What follows belongs to an exercise in optimizing a design on an open flow for small area, a short achievable clock period and few clock cycles; a production flow would make more cautious choices.
RTL that was checked went through simulation tests only; none was proved equivalent to the original.

==> v37 <==
// fmultiplier
module fmultiplier(
    input  wire        clk,
    input  wire        rst,
    input  wire        valid,       
    input  wire [31:0] a,
    input  wire [31:0] b,
    output reg  [31:0] z,
    output reg         out_valid    
);
Settings: LEC_CHECK=0, CAP_MARGIN=20, CORE_MARGIN=2, CORE_UTILIZATION=40, PLACE_DENSITY=0.6, SLEW_MARGIN=20; clock period 10.0 ns.
run.sh (not shown) runs the stock make flow with config.mk's settings and CLKGATE_MAP_FILE= SYNTH_SCRIPT=/design/flow/synth_recipe.tcl, a recipe that flattens the netlist after the stock synthesis.
==> v20: changes against v37 <==
--- a/flow/design.v
+++ b/flow/design.v
@@ -4,25 +4,20 @@
     input  wire        rst,
     input  wire        valid,       
     input  wire [31:0] a,
     input  wire [31:0] b,
     output reg  [31:0] z,
     output reg         out_valid    
 );
-    function automatic [4:0] lz24(input [23:0] x);
+    function automatic [4:0] msb23(input [22:0] x);
         integer i;
-        reg found;
         begin
-            lz24 = 5'd24;
-            found = 1'b0;
-            for (i = 23; i >= 0; i = i - 1)
-                if (!found && x[i]) begin
-                    lz24 = 5'd23 - i[4:0];
-                    found = 1'b1;
-                end
+            msb23 = 5'd0;
+            for (i = 0; i < 23; i = i + 1)
+                if (x[i]) msb23 = i[4:0];
         end
     endfunction
     function automatic [4:0] tz24(input [23:0] x);
         integer i;
         reg found;
         begin
             tz24 = 5'd24;
@@ -665,37 +660,45 @@
     wire fc263 = (1'b1 & bm11[24]) | (1'b1 & bm12[22]) | (bm11[24] & bm12[22]);
     wire hs33 = fc261 ^ fs263;
     wire hc33 = fc261 & fs263;
     wire fs264 = ~bn[11] ^ bm12[23] ^ fc263;
     wire fc264 = (~bn[11] & bm12[23]) | (~bn[11] & fc263) | (bm12[23] & fc263);
     wire [47:0] s_row = {hc33, hs33, hc32, hs32, hc31, hs31, hc30, hs30, hc29, hs29, hc28, hs28, hc27, hs27, hc26, hs26, hc25, hs25, hc24, hs24, hc23, hs23, hc22, hc21, hc20, hc19, hc18, hc17, fs71, hc15, hc14, hc13, hc12, hc11, fs29, hc9, hc8, hc7, fs11, hc5, hc4, fs3, hc2, fs0, hc0, bm1[0], bm0[1], bn[0]};
     wire [47:0] c_row = {fs264, fc262, fs262, fc258, fs258, fc252, fs252, fc244, fs244, fc234, fs234, fc222, fs222, fc208, fs208, fc192, fs192, fc174, fs174, fc154, fs154, fc132, fs132, hs22, hs21, hs20, hs19, hs18, hs17, hs16, hs15, hs14, hs13, hs12, hs11, hs10, hs9, hs8, hs7, hs6, hs5, hs4, hs3, hs2, hs1, hs0, 1'b0, bm0[0]};
-    wire [23:0] mn  = a_ez ? ma : mb;
-    wire [4:0]  lzs = lz24(mn);                     
+    wire [4:0]  ka  = msb23(fa), kb = msb23(fb);    
     wire [5:0]  tzs = tz24(ma) + tz24(mb);          
     wire [8:0]  xs  = {1'b0, xa} + {1'b0, xb};
-    wire signed [10:0] u  = $signed({2'b00, xs}) - $signed({6'd0, lzs}) - 11'sd128;
+    wire signed [10:0] u_nn = $signed({2'b00, xs}) - 11'sd128;
+    wire signed [10:0] u_an = $signed({3'b000, xb}) + $signed({6'd0, ka}) - 11'sd150;
+    wire signed [10:0] u_bn = $signed({3'b000, xa}) + $signed({6'd0, kb}) - 11'sd150;
+    wire signed [10:0] u  = a_ez ? u_an : (b_ez ? u_bn : u_nn);
     wire        nrm = ~u[10];                       
-    wire [4:0]  t1  = 5'd23 - lzs;                  
+    wire [4:0]  t1  = a_ez ? ka : (b_ez ? kb : 5'd23);    
     wire signed [10:0] t2 = 11'sd151 - $signed({2'b00, xs});    
-    wire [5:0]  t2c = (t2 > 11'sd63) ? 6'd63 : t2[5:0];
+    wire        t2big = (xs < 9'd88);               
+    wire [5:0]  t2c = t2big ? 6'd63 : t2[5:0];
     wire [5:0]  tsh = nrm ? {1'b0, t1} : t2c;       
     wire [7:0]  e_0 = nrm ? u[7:0] : 8'd0;          
-    wire [5:0]  tzl = tzs + {1'b0, lzs};
-    wire        st1 = nrm ? (tzl < 6'd23) : ($signed({5'd0, tzs}) < t2);
-    wire        st0 = nrm ? (tzl < 6'd22) : ($signed({5'd0, tzs}) + 11'sd1 < t2);
+    wire        st1 = nrm ? (tzs < {1'b0, t1}) : (t2big | (tzs < t2[5:0]));
+    wire        st0 = nrm ? (tzs + 6'd1 < {1'b0, t1}) : (t2big | (tzs + 6'd1 < t2[5:0]));
     wire        ovf_hi = nrm & (u >= 11'sd254);
     wire        ovf_eq = nrm & (u == 11'sd253);
-    reg [47:0] r_s, r_c;
+    localparam K = 24;
+    wire [K:0]  p_lo = {1'b0, s_row[K-1:0]} + {1'b0, c_row[K-1:0]};
+    reg [47:K] r_s, r_c;
+    reg [K-1:0] r_plo;
+    reg        r_cy;
     reg [5:0]  r_tsh;
     reg [7:0]  r_e0;
     reg        r_st1, r_st0, r_ovh, r_ove, r_sz, r_nan, r_inf, r_zero;
     always @(posedge clk) begin
-        r_s    <= s_row;
-        r_c    <= c_row;
+        r_s    <= s_row[47:K];
+        r_c    <= c_row[47:K];
+        r_plo  <= p_lo[K-1:0];
+        r_cy   <= p_lo[K];
         r_tsh  <= tsh;
         r_e0   <= e_0;
         r_st1  <= st1;
         r_st0  <= st0;
         r_ovh  <= ovf_hi & ~is_zero;
         r_ove  <= ovf_eq & ~is_zero;
         r_sz   <= sa ^ sb;
@@ -705,29 +708,31 @@
     end
     always @(posedge clk or posedge rst) begin
         if (rst)
             out_valid <= 1'b0;
         else
             out_valid <= valid;
     end
-    wire [47:0] p = r_s + r_c;
+    wire [47:K] p_hi = r_s + r_c + {{(47-K){1'b0}}, r_cy};
+    wire [47:0] p = {p_hi, r_plo};
     wire [70:0] x  = {p, 23'd0};
     wire [70:0] qx = x >> r_tsh;
     wire [47:22] q = qx[47:22];
     wire [7:0]  e_1 = r_e0 + 8'd1;
     wire [7:0]  e_2 = r_e0 + 8'd2;
-    wire [23:0] m  = q[47] ? q[47:24] : q[46:23];
-    wire        g  = q[47] ? q[23] : q[22];
-    wire        st = q[47] ? r_st1 : r_st0;
-    wire [7:0]  ef = q[47] ? e_2 : (q[46] ? e_1 : r_e0);
-    wire        inc = g & (st | m[0]);
-    wire [30:0] pk0 = {ef, m[22:0]};
-    wire [30:0] pk1 = pk0 + 31'd1;
-    wire [30:0] pk  = inc ? pk1 : pk0;
-    wire        ovf = r_ovh | (r_ove & q[47]);
+    wire        inc_h = q[23] & (r_st1 | q[24]);
+    wire [30:0] pk_h0 = {e_2, q[46:24]};
+    wire [30:0] pk_h1 = pk_h0 + 31'd1;
+    wire [30:0] pk_h  = inc_h ? pk_h1 : pk_h0;
+    wire        inc_l = q[22] & (r_st0 | q[23]);
+    wire [30:0] pk_l0 = {(q[46] ? e_1 : r_e0), q[45:23]};
+    wire [30:0] pk_l1 = pk_l0 + 31'd1;
+    wire [30:0] pk_l  = inc_l ? pk_l1 : pk_l0;
+    wire [30:0] pk    = q[47] ? pk_h : pk_l;
+    wire        ovf   = r_ovh | (r_ove & q[47]);
     always @(*) begin
         if (r_nan)
             z = 32'h7FC0_0000;
         else if (r_inf | ovf)
             z = {r_sz, 8'hFF, 23'd0};
         else if (r_zero)
             z = {r_sz, 31'd0};
==> flow/flow/run.sh (new file) <==
#!/bin/bash
# Standard layout, with the ports buffered by buf cells instead of the delay
# buffer that buffer_ports picks by default.
export BUFFER_PORTS_ARGS="-buffer_cell sky130_fd_sc_hd__buf_2"
bash standard.sh > standard.log 2>&1
==> flow/standard.sh (new file) <==
#!/bin/bash
# synth_recipe.tcl (not shown) runs the flow's synth.tcl, then flattens the netlist and writes it again
# the make line also repeats each setting of config.mk as NAME=value (left out here)
make -C /OpenROAD-flow-scripts/flow DESIGN_CONFIG=/design/flow/config.mk WORK_HOME=/design/flow/orfs CLKGATE_MAP_FILE= SYNTH_SCRIPT=/design/flow/synth_recipe.tcl "${@:-finish}"
removed: flow/run.sh
==> v16: changes against v37 <==
--- a/flow/design.v
+++ b/flow/design.v
@@ -681,21 +681,27 @@
     wire [5:0]  tsh = nrm ? {1'b0, t1} : t2c;       
     wire [7:0]  e_0 = nrm ? u[7:0] : 8'd0;          
     wire [5:0]  tzl = tzs + {1'b0, lzs};
     wire        st1 = nrm ? (tzl < 6'd23) : ($signed({5'd0, tzs}) < t2);
     wire        st0 = nrm ? (tzl < 6'd22) : ($signed({5'd0, tzs}) + 11'sd1 < t2);
     wire        ovf_hi = nrm & (u >= 11'sd254);
     wire        ovf_eq = nrm & (u == 11'sd253);
-    reg [47:0] r_s, r_c;
+    localparam K = 24;
+    wire [K:0]  p_lo = {1'b0, s_row[K-1:0]} + {1'b0, c_row[K-1:0]};
+    reg [47:K] r_s, r_c;
+    reg [K-1:0] r_plo;
+    reg        r_cy;
     reg [5:0]  r_tsh;
     reg [7:0]  r_e0;
     reg        r_st1, r_st0, r_ovh, r_ove, r_sz, r_nan, r_inf, r_zero;
     always @(posedge clk) begin
-        r_s    <= s_row;
-        r_c    <= c_row;
+        r_s    <= s_row[47:K];
+        r_c    <= c_row[47:K];
+        r_plo  <= p_lo[K-1:0];
+        r_cy   <= p_lo[K];
         r_tsh  <= tsh;
         r_e0   <= e_0;
         r_st1  <= st1;
         r_st0  <= st0;
         r_ovh  <= ovf_hi & ~is_zero;
         r_ove  <= ovf_eq & ~is_zero;
         r_sz   <= sa ^ sb;
@@ -705,29 +711,31 @@
     end
     always @(posedge clk or posedge rst) begin
         if (rst)
             out_valid <= 1'b0;
         else
             out_valid <= valid;
     end
-    wire [47:0] p = r_s + r_c;
+    wire [47:K] p_hi = r_s + r_c + {{(47-K){1'b0}}, r_cy};
+    wire [47:0] p = {p_hi, r_plo};
     wire [70:0] x  = {p, 23'd0};
     wire [70:0] qx = x >> r_tsh;
     wire [47:22] q = qx[47:22];
     wire [7:0]  e_1 = r_e0 + 8'd1;
     wire [7:0]  e_2 = r_e0 + 8'd2;
-    wire [23:0] m  = q[47] ? q[47:24] : q[46:23];
-    wire        g  = q[47] ? q[23] : q[22];
-    wire        st = q[47] ? r_st1 : r_st0;
-    wire [7:0]  ef = q[47] ? e_2 : (q[46] ? e_1 : r_e0);
-    wire        inc = g & (st | m[0]);
-    wire [30:0] pk0 = {ef, m[22:0]};
-    wire [30:0] pk1 = pk0 + 31'd1;
-    wire [30:0] pk  = inc ? pk1 : pk0;
-    wire        ovf = r_ovh | (r_ove & q[47]);
+    wire        inc_h = q[23] & (r_st1 | q[24]);
+    wire [30:0] pk_h0 = {e_2, q[46:24]};
+    wire [30:0] pk_h1 = pk_h0 + 31'd1;
+    wire [30:0] pk_h  = inc_h ? pk_h1 : pk_h0;
+    wire        inc_l = q[22] & (r_st0 | q[23]);
+    wire [30:0] pk_l0 = {(q[46] ? e_1 : r_e0), q[45:23]};
+    wire [30:0] pk_l1 = pk_l0 + 31'd1;
+    wire [30:0] pk_l  = inc_l ? pk_l1 : pk_l0;
+    wire [30:0] pk    = q[47] ? pk_h : pk_l;
+    wire        ovf   = r_ovh | (r_ove & q[47]);
     always @(*) begin
         if (r_nan)
             z = 32'h7FC0_0000;
         else if (r_inf | ovf)
             z = {r_sz, 8'hFF, 23'd0};
         else if (r_zero)
             z = {r_sz, 31'd0};
==> impl_metrics.json <==
{
  "place_inst": 4117,
  "num-nonclk-inverters": 366,
  "grt.total_usage_pct": 27.4,
  "cp_top_family": "compound AO/OA/AOI/OAI gates",
  "synthMuxAreaShare_pct": 3.68,
  "yosys-top-cells-area": "fa_1 20%, ha_1 8.2%, xnor2_1 8.2%, dfxtp_1 7.2%, a22oi_1 6.7%",
  "buf_share_pct": 3.83,
  "rows": 94,
  "reg_top3": "r_c (24), r_plo (24), r_s (24)",
  "numCtsBuffers": 9,
  "postSynthCellCount": 3328,
  "status": "timing/DRC/antenna clean",
  "multi_input_area_share_pct": 79.4
}
The numbers above come from v20.

==> impl_metrics.json <==
{
  "multi_input_area_share_pct": 76.8,
  "yosys-top-cells-area": "fa_1 19%, dfxtp_1 8.5%, a22oi_1 7.5%, xnor2_1 6.7%, ha_1 6.6%",
  "rows": 96,
  "num-nonclk-inverters": 314,
  "buf_share_pct": 5.56,
  "synthMuxAreaShare_pct": 2.74,
  "status": "timing/DRC/antenna clean",
  "grt.total_usage_pct": 30.9,
  "cp_top_family": "simple AND/OR/NAND/NOR gates"
}
The numbers above come from v37.

==> impl_metrics.json <==
{
  "status": "timing/DRC/antenna clean",
  "postSynthCellCount": 3202,
  "place_inst": 3998,
  "grt.total_usage_pct": 27.5,
  "rows": 93,
  "num-nonclk-inverters": 340,
  "multi_input_area_share_pct": 77.7
}
The numbers above come from v16.

Testbench counts of v37, summed over its fixed seeds: cycles 16,000.
Testbench counts of v20, summed over its fixed seeds: cycles 16,000.
Testbench counts of v16, summed over its fixed seeds: cycles 16,000.

---

==> try-xenon <==
Another version of the RTL of fmultiplier (not shown whole).
==> flow/design.v (excerpt) <==
module fmultiplier(
    input  wire        clk,
    input  wire        rst,
    input  wire        valid,       
    input  wire [31:0] a,
    input  wire [31:0] b,
    output reg  [31:0] z,
    output reg         out_valid    
);
==> flow/config.mk <==
export PLATFORM = sky130hd
export DESIGN_NAME = fmultiplier
export DESIGN_NICKNAME = fmultiplier
export VERILOG_FILES = /design/flow/design.v
export SDC_FILE = /design/flow/constraint.sdc
export NUM_CORES = 4
export LEC_CHECK = 0
export ABC_AREA = 1
export CAP_MARGIN = 20
export CORE_MARGIN = 2
export CORE_UTILIZATION = 40
export PLACE_DENSITY = 0.6
export SETUP_SLACK_MARGIN = 4.0
export SLEW_MARGIN = 20
export SYNTH_HIERARCHICAL = 1
==> flow/constraint.sdc <==
create_clock -name core_clock -period 10.0 [get_ports {clk}]
set_input_delay 2.0000 -clock core_clock [delete_from_list [all_inputs] [get_ports {clk}]]
set_output_delay 2.0000 -clock core_clock [all_outputs]
set_load 0.01 [all_outputs]
standard.sh (not shown) runs the stock make flow with config.mk's settings and CLKGATE_MAP_FILE= SYNTH_SCRIPT=/design/flow/synth_recipe.tcl, a recipe that flattens the netlist after the stock synthesis.
==> flow/flow/run.sh <==
#!/bin/bash
# Standard layout, with the ports buffered by buf cells instead of the delay
# buffer that buffer_ports picks by default.
export BUFFER_PORTS_ARGS="-buffer_cell sky130_fd_sc_hd__buf_2"
bash standard.sh > standard.log 2>&1
==> try-fjord (differences from try-xenon) <==
--- a/flow/design.v
+++ b/flow/design.v
@@ -12,27 +12,14 @@
         integer i;
         begin
             msb23 = 5'd0;
             for (i = 0; i < 23; i = i + 1)
                 if (x[i]) msb23 = i[4:0];
         end
     endfunction
-    function automatic [4:0] tz24(input [23:0] x);
-        integer i;
-        reg found;
-        begin
-            tz24 = 5'd24;
-            found = 1'b0;
-            for (i = 0; i < 24; i = i + 1)
-                if (!found && x[i]) begin
-                    tz24 = i[4:0];
-                    found = 1'b1;
-                end
-        end
-    endfunction
     wire        sa = a[31], sb = b[31];
     wire [7:0]  ea = a[30:23], eb = b[30:23];
     wire [22:0] fa = a[22:0], fb = b[22:0];
     wire a_ez = (ea == 8'h00), b_ez = (eb == 8'h00);
     wire a_eo = (ea == 8'hFF), b_eo = (eb == 8'hFF);
     wire a_fz = (fa == 23'd0), b_fz = (fb == 23'd0);
     wire a_nan  = a_eo & ~a_fz, b_nan  = b_eo & ~b_fz;
@@ -654,93 +641,102 @@
     fmul_fa u_fa261 (.a(hc26), .b(fs219), .c(fc218), .s(fs261), .co(fc261));
     wire fs262, fc262;
     fmul_fa u_fa262 (.a(bm12[22]), .b(hs29), .c(fc219), .s(fs262), .co(fc262));
     wire fs263, fc263;
     fmul_fa u_fa263 (.a(~bn[11]), .b(bm12[23]), .c(hc29), .s(fs263), .co(fc263));
     wire [47:0] s_row = {fs263, fs262, fs261, fc259, fs259, fs258, fs257, fc255, fc254, fs254, fs253, fs252, fc250, fc249, fc248, fc247, fc246, fc245, fc244, fc243, fc242, fc241, fc240, fc239, fc238, fc237, fc236, fc235, fc234, fc233, fc232, fc231, fc230, fc229, fc228, fc227, fc226, fc225, fc224, fc223, fc222, fc221, fc220, hc31, hc30, bm1[0], bm0[1], bn[0]};
     wire [47:0] c_row = {fc262, fc261, fc260, fs260, fc258, fc257, fc256, fs256, fs255, fc253, fc252, fc251, fs251, fs250, fs249, fs248, fs247, fs246, fs245, fs244, fs243, fs242, fs241, fs240, fs239, fs238, fs237, fs236, fs235, fs234, fs233, fs232, fs231, fs230, fs229, fs228, fs227, fs226, fs225, fs224, fs223, fs222, fs221, fs220, hs31, hs30, 1'b0, bm0[0]};
-    wire [4:0]  ka  = msb23(fa), kb = msb23(fb);    
-    wire [5:0]  tzs = tz24(ma) + tz24(mb);          
+    wire        sub = a_ez | b_ez;                  
+    wire [4:0]  kn  = msb23(a_ez ? fa : fb);        
+    wire [7:0]  xo  = a_ez ? xb : xa;               
     wire [8:0]  xs  = {1'b0, xa} + {1'b0, xb};
     wire signed [10:0] u_nn = $signed({2'b00, xs}) - 11'sd128;
-    wire signed [10:0] u_an = $signed({3'b000, xb}) + $signed({6'd0, ka}) - 11'sd150;
-    wire signed [10:0] u_bn = $signed({3'b000, xa}) + $signed({6'd0, kb}) - 11'sd150;
-    wire signed [10:0] u  = a_ez ? u_an : (b_ez ? u_bn : u_nn);
+    wire signed [10:0] u_sn = $signed({3'b000, xo}) + $signed({6'd0, kn}) - 11'sd150;
+    wire signed [10:0] u  = sub ? u_sn : u_nn;
     wire        nrm = ~u[10];                       
-    wire [4:0]  t1  = a_ez ? ka : (b_ez ? kb : 5'd23);    
+    wire [4:0]  t1  = sub ? kn : 5'd23;             
     wire signed [10:0] t2 = 11'sd151 - $signed({2'b00, xs});    
     wire        t2big = (xs < 9'd88);               
     wire [5:0]  t2c = t2big ? 6'd63 : t2[5:0];
     wire [5:0]  tsh = nrm ? {1'b0, t1} : t2c;       
     wire [7:0]  e_0 = nrm ? u[7:0] : 8'd0;          
     wire        ovf_hi = nrm & (u >= 11'sd254);
     wire        ovf_eq = nrm & (u == 11'sd253);
     wire        special = is_nan | is_inf | is_zero;
-    wire        slow = ~special & (a_ez | b_ez | u_nn[10]);
+    wire        uf = (xs < 9'd103);                 
+    wire        slow = ~special & ~uf & (a_ez | b_ez | u_nn[10]);
     localparam K = 16;
     wire [K:0]  p_lo = {1'b0, s_row[K-1:0]} + {1'b0, c_row[K-1:0]};
     reg [47:K] r_s, r_c;
     reg [K-1:0] r_plo;
     reg        r_cy;
     reg [5:0]  r_tsh;
-    reg [5:0]  r_tzs;
     reg [7:0]  r_e0;
     reg        r_ovh, r_ove, r_sz, r_nan, r_inf, r_zero, r_slow;
     reg        r_v1;              
     reg        r_v2;              
     reg [47:22] r_q;              
+    reg         r_sst1, r_sst0;   
     wire        hold = r_v1 & r_slow;
     always @(posedge clk) begin
         r_s    <= s_row[47:K];
         r_c    <= c_row[47:K];
         r_plo  <= p_lo[K-1:0];
         r_cy   <= p_lo[K];
+        r_tsh  <= tsh;
     end
     always @(posedge clk) begin
         if (!hold) begin
             r_e0   <= e_0;
-            r_tsh  <= tsh;
-            r_tzs  <= tzs;
             r_ovh  <= ovf_hi & ~is_zero;
             r_ove  <= ovf_eq & ~is_zero;
             r_sz   <= sa ^ sb;
             r_nan  <= is_nan;
             r_inf  <= is_inf;
-            r_zero <= is_zero;
+            r_zero <= is_zero | uf;
             r_slow <= slow;
         end
     end
     always @(posedge clk or posedge rst) begin
         if (rst) begin
             r_v1 <= 1'b0;
             r_v2 <= 1'b0;
         end else begin
             r_v1 <= valid;
             r_v2 <= r_v1 & r_slow;
         end
     end
-    wire [47:K] p_hi = r_s + r_c + {{(47-K){1'b0}}, r_cy};
+    wire [48:K] p_hc = {r_s, 1'b1} + {r_c, r_cy};
+    wire [47:K] p_hi = p_hc[48:K+1];
     wire [47:0] p = {p_hi, r_plo};
     wire [70:0] x  = {p, 23'd0};
     wire [70:0] qx = x >> r_tsh;
-    always @(posedge clk) r_q <= qx[47:22];
+    reg [47:0] lo1, lo0;
+    integer k;
+    always @(*) begin
+        for (k = 0; k < 48; k = k + 1) begin
+            lo1[k] = (k < r_tsh);
+            lo0[k] = (k + 1 < r_tsh);
+        end
+    end
+    always @(posedge clk) begin
+        r_q    <= qx[47:22];
+        r_sst1 <= |(p & lo1);
+        r_sst0 <= |(p & lo0);
+    end
     wire [47:22] q = r_v2 ? r_q : p[47:22];
     wire [7:0]  e_1 = r_e0 + 8'd1;
     wire [7:0]  e_2 = r_e0 + 8'd2;
-    wire        st1 = (r_tzs < r_tsh);
-    wire        st0 = (r_tzs + 6'd1 < r_tsh);
+    wire        st1 = r_v2 ? r_sst1 : (p[22:0] != 23'd0);
+    wire        st0 = r_v2 ? r_sst0 : (p[21:0] != 22'd0);
     wire        inc_h = q[23] & (st1 | q[24]);
-    wire [30:0] pk_h0 = {e_2, q[46:24]};
-    wire [30:0] pk_h1 = pk_h0 + 31'd1;
-    wire [30:0] pk_h  = inc_h ? pk_h1 : pk_h0;
     wire        inc_l = q[22] & (st0 | q[23]);
-    wire [30:0] pk_l0 = {(q[46] ? e_1 : r_e0), q[45:23]};
-    wire [30:0] pk_l1 = pk_l0 + 31'd1;
-    wire [30:0] pk_l  = inc_l ? pk_l1 : pk_l0;
-    wire [30:0] pk    = q[47] ? pk_h : pk_l;
+    wire        inc   = q[47] ? inc_h : inc_l;
+    wire [30:0] pk0   = q[47] ? {e_2, q[46:24]} : {(q[46] ? e_1 : r_e0), q[45:23]};
+    wire [30:0] pk    = pk0 + {30'd0, inc};
     wire        ovf   = r_ovh | (r_ove & q[47]);
     always @(*) out_valid = (r_v1 & ~r_slow) | r_v2;
     always @(*) begin
         if (r_nan)
             z = 32'h7FC0_0000;
         else if (r_inf | ovf)
             z = {r_sz, 8'hFF, 23'd0};
==> try-amber (differences from try-xenon) <==
--- a/flow/design.v
+++ b/flow/design.v
@@ -50,16 +50,16 @@
     wire [24:0] bm0, bm1, bm2, bm3, bm4, bm5, bm6, bm7, bm8, bm9, bm10, bm11, bm12;
     wire [24:0] bmx [0:12];
     genvar gi;
     generate
         for (gi = 0; gi < 13; gi = gi + 1) begin : g_booth
             wire d2 = yb[2*gi+2], d1 = yb[2*gi+1], d0 = yb[2*gi];
             wire one = d1 ^ d0;
-            wire two = ~one & (d2 ^ d1);
-            assign bn[gi] = d2;
+            wire two = (d2 & ~d1 & ~d0) | (~d2 & d1 & d0);
+            assign bn[gi] = d2 & ~(d1 & d0);
             assign bmx[gi] = (({25{one}} & {1'b0, ma}) | ({25{two}} & {ma, 1'b0})) ^ {25{bn[gi]}};
         end
     endgenerate
     assign bm0 = bmx[0];   assign bm1 = bmx[1];   assign bm2 = bmx[2];
     assign bm3 = bmx[3];   assign bm4 = bmx[4];   assign bm5 = bmx[5];
     assign bm6 = bmx[6];   assign bm7 = bmx[7];   assign bm8 = bmx[8];
     assign bm9 = bmx[9];   assign bm10 = bmx[10]; assign bm11 = bmx[11];
@@ -668,42 +668,44 @@
     wire        nrm = ~u[10];                       
     wire [4:0]  t1  = a_ez ? ka : (b_ez ? kb : 5'd23);    
     wire signed [10:0] t2 = 11'sd151 - $signed({2'b00, xs});    
     wire        t2big = (xs < 9'd88);               
     wire [5:0]  t2c = t2big ? 6'd63 : t2[5:0];
     wire [5:0]  tsh = nrm ? {1'b0, t1} : t2c;       
     wire [7:0]  e_0 = nrm ? u[7:0] : 8'd0;          
+    wire        st1 = nrm ? (tzs < {1'b0, t1}) : (t2big | (tzs < t2[5:0]));
+    wire        st0 = nrm ? (tzs + 6'd1 < {1'b0, t1}) : (t2big | (tzs + 6'd1 < t2[5:0]));
     wire        ovf_hi = nrm & (u >= 11'sd254);
     wire        ovf_eq = nrm & (u == 11'sd253);
     wire        special = is_nan | is_inf | is_zero;
     wire        slow = ~special & (a_ez | b_ez | u_nn[10]);
     localparam K = 16;
     wire [K:0]  p_lo = {1'b0, s_row[K-1:0]} + {1'b0, c_row[K-1:0]};
     reg [47:K] r_s, r_c;
     reg [K-1:0] r_plo;
     reg        r_cy;
     reg [5:0]  r_tsh;
-    reg [5:0]  r_tzs;
     reg [7:0]  r_e0;
-    reg        r_ovh, r_ove, r_sz, r_nan, r_inf, r_zero, r_slow;
+    reg        r_st1, r_st0, r_ovh, r_ove, r_sz, r_nan, r_inf, r_zero, r_slow;
     reg        r_v1;              
     reg        r_v2;              
     reg [47:22] r_q;              
     wire        hold = r_v1 & r_slow;
     always @(posedge clk) begin
         r_s    <= s_row[47:K];
         r_c    <= c_row[47:K];
         r_plo  <= p_lo[K-1:0];
         r_cy   <= p_lo[K];
+        r_tsh  <= tsh;
     end
     always @(posedge clk) begin
         if (!hold) begin
             r_e0   <= e_0;
-            r_tsh  <= tsh;
-            r_tzs  <= tzs;
+            r_st1  <= st1;
+            r_st0  <= st0;
             r_ovh  <= ovf_hi & ~is_zero;
             r_ove  <= ovf_eq & ~is_zero;
             r_sz   <= sa ^ sb;
             r_nan  <= is_nan;
             r_inf  <= is_inf;
             r_zero <= is_zero;
             r_slow <= slow;
@@ -722,21 +724,19 @@
     wire [47:0] p = {p_hi, r_plo};
     wire [70:0] x  = {p, 23'd0};
     wire [70:0] qx = x >> r_tsh;
     always @(posedge clk) r_q <= qx[47:22];
     wire [47:22] q = r_v2 ? r_q : p[47:22];
     wire [7:0]  e_1 = r_e0 + 8'd1;
     wire [7:0]  e_2 = r_e0 + 8'd2;
-    wire        st1 = (r_tzs < r_tsh);
-    wire        st0 = (r_tzs + 6'd1 < r_tsh);
-    wire        inc_h = q[23] & (st1 | q[24]);
+    wire        inc_h = q[23] & (r_st1 | q[24]);
     wire [30:0] pk_h0 = {e_2, q[46:24]};
     wire [30:0] pk_h1 = pk_h0 + 31'd1;
     wire [30:0] pk_h  = inc_h ? pk_h1 : pk_h0;
-    wire        inc_l = q[22] & (st0 | q[23]);
+    wire        inc_l = q[22] & (r_st0 | q[23]);
     wire [30:0] pk_l0 = {(q[46] ? e_1 : r_e0), q[45:23]};
     wire [30:0] pk_l1 = pk_l0 + 31'd1;
     wire [30:0] pk_l  = inc_l ? pk_l1 : pk_l0;
     wire [30:0] pk    = q[47] ? pk_h : pk_l;
     wire        ovf   = r_ovh | (r_ove & q[47]);
     always @(*) out_valid = (r_v1 & ~r_slow) | r_v2;
     always @(*) begin
--- a/flow/config.mk
+++ b/flow/config.mk
@@ -6,10 +6,10 @@
 export NUM_CORES = 4
 export LEC_CHECK = 0
 export ABC_AREA = 1
 export CAP_MARGIN = 20
 export CORE_MARGIN = 2
 export CORE_UTILIZATION = 40
 export PLACE_DENSITY = 0.6
-export SETUP_SLACK_MARGIN = 4.0
+export SETUP_SLACK_MARGIN = 3.5
 export SLEW_MARGIN = 20
 export SYNTH_HIERARCHICAL = 1
==> try-tundra (differences from try-xenon) <==
--- a/flow/design.v
+++ b/flow/design.v
@@ -13,24 +13,24 @@
         begin
             msb23 = 5'd0;
             for (i = 0; i < 23; i = i + 1)
                 if (x[i]) msb23 = i[4:0];
         end
     endfunction
     function automatic [4:0] tz24(input [23:0] x);
-        integer i;
-        reg found;
+        integer n, j;
+        reg [23:0] low;           
         begin
-            tz24 = 5'd24;
-            found = 1'b0;
-            for (i = 0; i < 24; i = i + 1)
-                if (!found && x[i]) begin
-                    tz24 = i[4:0];
-                    found = 1'b1;
-                end
+            for (n = 0; n < 24; n = n + 1)
+                low[n] = x[n] & ((x & ((24'd1 << n) - 24'd1)) == 24'd0);
+            for (j = 0; j < 5; j = j + 1) begin
+                tz24[j] = 1'b0;
+                for (n = 0; n < 24; n = n + 1)
+                    if ((n >> j) & 1) tz24[j] = tz24[j] | low[n];
+            end
         end
     endfunction
     wire        sa = a[31], sb = b[31];
     wire [7:0]  ea = a[30:23], eb = b[30:23];
     wire [22:0] fa = a[22:0], fb = b[22:0];
     wire a_ez = (ea == 8'h00), b_ez = (eb == 8'h00);
     wire a_eo = (ea == 8'hFF), b_eo = (eb == 8'hFF);
@@ -655,15 +655,15 @@
     wire fs262, fc262;
     fmul_fa u_fa262 (.a(bm12[22]), .b(hs29), .c(fc219), .s(fs262), .co(fc262));
     wire fs263, fc263;
     fmul_fa u_fa263 (.a(~bn[11]), .b(bm12[23]), .c(hc29), .s(fs263), .co(fc263));
     wire [47:0] s_row = {fs263, fs262, fs261, fc259, fs259, fs258, fs257, fc255, fc254, fs254, fs253, fs252, fc250, fc249, fc248, fc247, fc246, fc245, fc244, fc243, fc242, fc241, fc240, fc239, fc238, fc237, fc236, fc235, fc234, fc233, fc232, fc231, fc230, fc229, fc228, fc227, fc226, fc225, fc224, fc223, fc222, fc221, fc220, hc31, hc30, bm1[0], bm0[1], bn[0]};
     wire [47:0] c_row = {fc262, fc261, fc260, fs260, fc258, fc257, fc256, fs256, fs255, fc253, fc252, fc251, fs251, fs250, fs249, fs248, fs247, fs246, fs245, fs244, fs243, fs242, fs241, fs240, fs239, fs238, fs237, fs236, fs235, fs234, fs233, fs232, fs231, fs230, fs229, fs228, fs227, fs226, fs225, fs224, fs223, fs222, fs221, fs220, hs31, hs30, 1'b0, bm0[0]};
     wire [4:0]  ka  = msb23(fa), kb = msb23(fb);    
-    wire [5:0]  tzs = tz24(ma) + tz24(mb);          
+    wire [4:0]  tza = tz24(ma), tzb = tz24(mb);     
     wire [8:0]  xs  = {1'b0, xa} + {1'b0, xb};
     wire signed [10:0] u_nn = $signed({2'b00, xs}) - 11'sd128;
     wire signed [10:0] u_an = $signed({3'b000, xb}) + $signed({6'd0, ka}) - 11'sd150;
     wire signed [10:0] u_bn = $signed({3'b000, xa}) + $signed({6'd0, kb}) - 11'sd150;
     wire signed [10:0] u  = a_ez ? u_an : (b_ez ? u_bn : u_nn);
     wire        nrm = ~u[10];                       
     wire [4:0]  t1  = a_ez ? ka : (b_ez ? kb : 5'd23);    
@@ -671,22 +671,23 @@
     wire        t2big = (xs < 9'd88);               
     wire [5:0]  t2c = t2big ? 6'd63 : t2[5:0];
     wire [5:0]  tsh = nrm ? {1'b0, t1} : t2c;       
     wire [7:0]  e_0 = nrm ? u[7:0] : 8'd0;          
     wire        ovf_hi = nrm & (u >= 11'sd254);
     wire        ovf_eq = nrm & (u == 11'sd253);
     wire        special = is_nan | is_inf | is_zero;
-    wire        slow = ~special & (a_ez | b_ez | u_nn[10]);
+    wire        uf = (xs < 9'd103);                 
+    wire        slow = ~special & ~uf & (a_ez | b_ez | u_nn[10]);
     localparam K = 16;
     wire [K:0]  p_lo = {1'b0, s_row[K-1:0]} + {1'b0, c_row[K-1:0]};
     reg [47:K] r_s, r_c;
     reg [K-1:0] r_plo;
     reg        r_cy;
     reg [5:0]  r_tsh;
-    reg [5:0]  r_tzs;
+    reg [4:0]  r_tza, r_tzb;
     reg [7:0]  r_e0;
     reg        r_ovh, r_ove, r_sz, r_nan, r_inf, r_zero, r_slow;
     reg        r_v1;              
     reg        r_v2;              
     reg [47:22] r_q;              
     wire        hold = r_v1 & r_slow;
     always @(posedge clk) begin
@@ -695,21 +696,22 @@
         r_plo  <= p_lo[K-1:0];
         r_cy   <= p_lo[K];
     end
     always @(posedge clk) begin
         if (!hold) begin
             r_e0   <= e_0;
             r_tsh  <= tsh;
-            r_tzs  <= tzs;
+            r_tza  <= tza;
+            r_tzb  <= tzb;
             r_ovh  <= ovf_hi & ~is_zero;
             r_ove  <= ovf_eq & ~is_zero;
             r_sz   <= sa ^ sb;
             r_nan  <= is_nan;
             r_inf  <= is_inf;
-            r_zero <= is_zero;
+            r_zero <= is_zero | uf;
             r_slow <= slow;
         end
     end
     always @(posedge clk or posedge rst) begin
         if (rst) begin
             r_v1 <= 1'b0;
             r_v2 <= 1'b0;
@@ -722,16 +724,17 @@
     wire [47:0] p = {p_hi, r_plo};
     wire [70:0] x  = {p, 23'd0};
     wire [70:0] qx = x >> r_tsh;
     always @(posedge clk) r_q <= qx[47:22];
     wire [47:22] q = r_v2 ? r_q : p[47:22];
     wire [7:0]  e_1 = r_e0 + 8'd1;
     wire [7:0]  e_2 = r_e0 + 8'd2;
-    wire        st1 = (r_tzs < r_tsh);
-    wire        st0 = (r_tzs + 6'd1 < r_tsh);
+    wire [5:0]  tzs = {1'b0, r_tza} + {1'b0, r_tzb};    
+    wire        st1 = (tzs < r_tsh);
+    wire        st0 = (tzs + 6'd1 < r_tsh);
     wire        inc_h = q[23] & (st1 | q[24]);
     wire [30:0] pk_h0 = {e_2, q[46:24]};
     wire [30:0] pk_h1 = pk_h0 + 31'd1;
     wire [30:0] pk_h  = inc_h ? pk_h1 : pk_h0;
     wire        inc_l = q[22] & (st0 | q[23]);
     wire [30:0] pk_l0 = {(q[46] ? e_1 : r_e0), q[45:23]};
     wire [30:0] pk_l1 = pk_l0 + 31'd1;
==> notes.md <==
	try-xenon	try-amber	try-tundra	try-fjord
Result of the run	timing/DRC/antenna clean	timing/DRC/antenna clean	finished with violations	timing/DRC/antenna clean
Layout check failures	-	-	antenna rules	-
Buffers, non-clock	212	162	238	241
Clock sinks	136	132	140	132
Hold path startpoint	r_tsh[4]$_DFFE_PN_	r_tsh[5]$_SDFF_PP0_	r_v1$_DFF_PP0_	r_tsh[3]$_DFF_P_
Required arrival time at the worst endpoint	10.34 ns	8.00 ns	8.00 ns	8.00 ns
WL met2	42.5 mm	41.0 mm	42.6 mm	39.8 mm
Flop and latch count out of synthesis	136	132	140	132
First drt pass iteration count	6	6	6	5
Clock-cell share of area	2.00%	2.08%	1.96%	2.29%
Area share of the largest cell type after synthesis	20.9%	21.0%	20.5%	22.6%
Count of distinct cell types in the synthesized netlist	59	63	68	62
Worst setup path endpoint	r_plo[15]$_DFF_P_	z[10]	z[20]	z[16]
Endpoint with the worst hold slack	r_q[47]$_SDFF_PP0_	r_q[23]$_DFF_P_	r_v2$_DFF_PP0_	r_q[33]$_DFF_P_
Count of flip-flops with a built-in enable after synthesis	27	17	31	15
Share of synthesized cell area in and, or, nand and nor gates	25.1%	23.6%	25.6%	19.4%
Ant diodes	1	2	6	0
Final weighted congestion in routability-driven placement	1.00	0.963	0.956	0.966
Testbench counts of try-fjord, summed over its fixed seeds: cycles 16,082.
Testbench counts of try-amber, summed over its fixed seeds: cycles 16,137.
For try-xenon and try-tundra, only the layout was checked, not whether the RTL still works.

==> separate check: timing with driven ports <==
In the flow no input, the clock included, has a driving cell. The finished layouts below were timed again as built, in two steps. Step 1 sets driving cells, clkbuf_16 on the clock port and buf_2 on the other inputs (assumed; they add their load-dependent delay and slew). Step 2 also shifts input and output timing later by t, the mid clock arrival at the registers, as if the neighbouring blocks saw the same clock. Three values: ideal, step 1, step 2; two values: the first two.
| run | t, ns | setup slack, ns | clock arrival spread, ns | slew at the worst register clock pin (ns) | worst data-port slew with drivers (ns) |
|---|---|---|---|---|---|
| v37 | 0.465 | 0.598 / 0.550 / 0.965 | 0.019 / 0.019 | 0.06 / 0.06 | 0.04 |
| v20 | 0.407 | 1.865 / 1.814 / 2.222 | 0.010 / 0.011 | 0.07 / 0.07 | 0.05 |
| v16 | 0.406 | 1.200 / 1.224 / 0.818 | 0.014 / 0.014 | 0.08 / 0.08 | 0.12 |
| try-xenon | 0.527 | 4.092 / 4.111 / 3.584 | 0.018 / 0.018 | 0.07 / 0.07 | 0.08 |
| try-fjord | 0.513 | 3.843 / 3.783 / 3.485 | 0.023 / 0.022 | 0.07 / 0.07 | 0.06 |
| try-amber | 0.513 | 3.754 / 3.695 / 3.287 | 0.016 / 0.016 | 0.07 / 0.07 | 0.08 |
| try-tundra | 0.536 | 3.810 / 3.748 / 3.526 | 0.017 / 0.018 | 0.07 / 0.07 | 0.07 |
The setup slack of try-xenon, which loses most, moves by +0.019 ns with the drivers and by -0.508 ns with both steps.
